Context: an optimization exercise on an open-source flow, tuned for small area and few clock cycles per item. The choices shown serve that exercise and are no tape-out recipe. In this exercise RTL edits were held to simulation tests only and were not proved equivalent to the original. Power is estimated from default activity; no workload was simulated.

Setup of run A:
==> flow/design.v (excerpt) <==
module axi_ram
(
    input  wire                   clk,
    input  wire                   rst,
    input  wire [8-1:0]    s_axi_awid,
    input  wire [8-1:0]  s_axi_awaddr,
    input  wire [7:0]             s_axi_awlen,
    input  wire [2:0]             s_axi_awsize,
    input  wire [1:0]             s_axi_awburst,
    input  wire                   s_axi_awlock,
    input  wire [3:0]             s_axi_awcache,
    input  wire [2:0]             s_axi_awprot,
    input  wire                   s_axi_awvalid,
    output wire                   s_axi_awready,
    input  wire [32-1:0]  s_axi_wdata,
    input  wire [4-1:0]  s_axi_wstrb,
    input  wire                   s_axi_wlast,
    input  wire                   s_axi_wvalid,
    output wire                   s_axi_wready,
    output wire [8-1:0]    s_axi_bid,
    output wire [1:0]             s_axi_bresp,
    output wire                   s_axi_bvalid,
    input  wire                   s_axi_bready,
    input  wire [8-1:0]    s_axi_arid,
    input  wire [8-1:0]  s_axi_araddr,
    input  wire [7:0]             s_axi_arlen,
    input  wire [2:0]             s_axi_arsize,
    input  wire [1:0]             s_axi_arburst,
    input  wire                   s_axi_arlock,
    input  wire [3:0]             s_axi_arcache,
    input  wire [2:0]             s_axi_arprot,
    input  wire                   s_axi_arvalid,
    output wire                   s_axi_arready,
    output wire [8-1:0]    s_axi_rid,
    output wire [32-1:0]  s_axi_rdata,
    output wire [1:0]             s_axi_rresp,
    output wire                   s_axi_rlast,
    output wire                   s_axi_rvalid,
    input  wire                   s_axi_rready
);
Size in the first run: about 4500 cells after synthesis, about 2200 flip-flops, roughly 180 I/O pins, ~79000 um2 of cells after synthesis.
==> flow/config.mk <==
export PLATFORM = sky130hd
export DESIGN_NAME = axi_ram
export DESIGN_NICKNAME = axi_ram
export VERILOG_FILES = /design/flow/design.v
export SDC_FILE = /design/flow/constraint.sdc
export NUM_CORES = 4
export LEC_CHECK = 0
export CAP_MARGIN = 20
export CORE_MARGIN = 2
export CORE_UTILIZATION = 40
export CTS_CLUSTER_DIAMETER = 150
export CTS_CLUSTER_SIZE = 24
export GPL_TIMING_DRIVEN = 0
export SETUP_SLACK_MARGIN = 0.4
export SLEW_MARGIN = 20
==> flow/constraint.sdc <==
create_clock -name core_clock -period 5.0 [get_ports {clk}]
set_input_delay 1.0000 -clock core_clock [delete_from_list [all_inputs] [get_ports {clk}]]
set_output_delay 1.0000 -clock core_clock [all_outputs]
set_load 0.01 [all_outputs]
standard.sh (not shown) runs the stock make flow with config.mk's settings and CLKGATE_MAP_FILE= SYNTH_SCRIPT=/design/flow/synth_recipe.tcl, a recipe that flattens the netlist after the stock synthesis.
==> flow/flow/run.sh <==
#!/bin/bash
# The standard layout, with a plain buffer (not a delay cell) on every port.
set -euo pipefail
export BUFFER_PORTS_ARGS="-buffer_cell sky130_fd_sc_hd__buf_2"
bash standard.sh > standard.log 2>&1
Run A closes out successfully: all stages finished, all timing, DRC and antenna checks passed.
Testbench counts of run A, summed over its fixed seeds: cycles 4,720, beats 6,951.
[inputs] run B vs run A
==> flow/run.sh (new file) <==
#!/bin/bash
# synth_recipe.tcl (not shown) runs the flow's synth.tcl, then flattens the netlist and writes it again
# the make line also repeats each setting of config.mk as NAME=value (left out here)
make -C /OpenROAD-flow-scripts/flow DESIGN_CONFIG=/design/flow/config.mk WORK_HOME=/design/flow/orfs CLKGATE_MAP_FILE= SYNTH_SCRIPT=/design/flow/synth_recipe.tcl finish
diff --git a/flow/config.mk b/flow/config.mk
--- a/flow/config.mk
+++ b/flow/config.mk
@@ -11,2 +11,2 @@
-export CTS_CLUSTER_DIAMETER = 150
-export CTS_CLUSTER_SIZE = 24
+export CTS_CLUSTER_DIAMETER = 120
+export CTS_CLUSTER_SIZE = 20
removed: flow/flow/run.sh
removed: flow/standard.sh
[summary]
- Status | run A and run B | clean
- Of run A and run B, run B shows the lower slew at the pin closest to its max-slew limit, with run A above it.
- Critical-path maximum fanout, run A and run B: smaller value in run B
- Compared with run A, run B shows clock-pin slew reported for the worst setup and hold paths after clock tree synthesis lower by 20 ps.
- Run B against run A: critical path arrival has increased, total number of vias has increased, setup slack has decreased, final antenna diode count has increased.
- Number of different library cells in the post-synthesis netlist essentially unchanged between run B and run A.
For run C, these inputs were changed with respect to run B:
==> flow/flow/run.sh (new file) <==
#!/bin/bash
# The standard layout, with a plain buffer (not a delay cell) on every port.
set -euo pipefail
export BUFFER_PORTS_ARGS="-buffer_cell sky130_fd_sc_hd__buf_2"
bash standard.sh > standard.log 2>&1
==> flow/standard.sh (new file) <==
#!/bin/bash
# synth_recipe.tcl (not shown) runs the flow's synth.tcl, then flattens the netlist and writes it again
# the make line also repeats each setting of config.mk as NAME=value (left out here)
make -C /OpenROAD-flow-scripts/flow DESIGN_CONFIG=/design/flow/config.mk WORK_HOME=/design/flow/orfs CLKGATE_MAP_FILE= SYNTH_SCRIPT=/design/flow/synth_recipe.tcl "${@:-finish}"
diff --git a/flow/config.mk b/flow/config.mk
--- a/flow/config.mk
+++ b/flow/config.mk
@@ -10,3 +10,3 @@
-export CORE_UTILIZATION = 40
-export CTS_CLUSTER_DIAMETER = 120
-export CTS_CLUSTER_SIZE = 20
+export CORE_UTILIZATION = 50
+export CTS_CLUSTER_DIAMETER = 150
+export CTS_CLUSTER_SIZE = 24
removed: flow/run.sh
--- outcome ---
Looking at the reports, run C completed the entire flow and the layout it produced met the timing, DRC and antenna checks.
Between run C and run B, it is run C whose power consumption is lower, by about 2.7%.
Run B has a higher vertical die dimension than run C.
On sequential cell count, run C and run B are basically level.
When run C is measured against run B, its post-route fraction of the period consumed by the critical path turns out 0.77 points lower.
The sum of negative setup slack was comparable across run C and run B.

separate check: timing with driven ports:
No port has a modelled driver above. Below, the same layouts with a new extraction and two added sets of constraints. Step 1: set_driving_cell puts a clkbuf_16 on clk and a buf_2 on each other input, an assumption about the parent block. Step 2 also shifts input and output timing later by t, the mid clock arrival at the registers, as if the neighbouring blocks saw the same clock. a / b / c = no drivers / after step 1 / after step 2; a / b = the first two.
run | t (ns) | setup WS [ns] | hold slack, ns | slew at the worst register clock pin (ns) | worst data-port slew with drivers (ns)
run A | 0.851 | 0.435 / 0.435 / -0.312 | 0.313 / 0.253 / 0.481 | 0.11 / 0.11 | 0.08
run B | 0.875 | 0.241 / 0.291 / -0.584 | 0.483 / 0.483 / 0.483 | 0.10 / 0.10 | 0.06
run C | 0.847 | 0.280 / 0.280 / -0.372 | 0.326 / 0.260 / 0.500 | 0.11 / 0.11 | 0.07
With both steps, setup timing fails in every run listed, where it was met with ideal ports. For run B, which loses most, drivers alone change the setup slack by +0.050 ns; drivers and shift together by -0.825 ns.
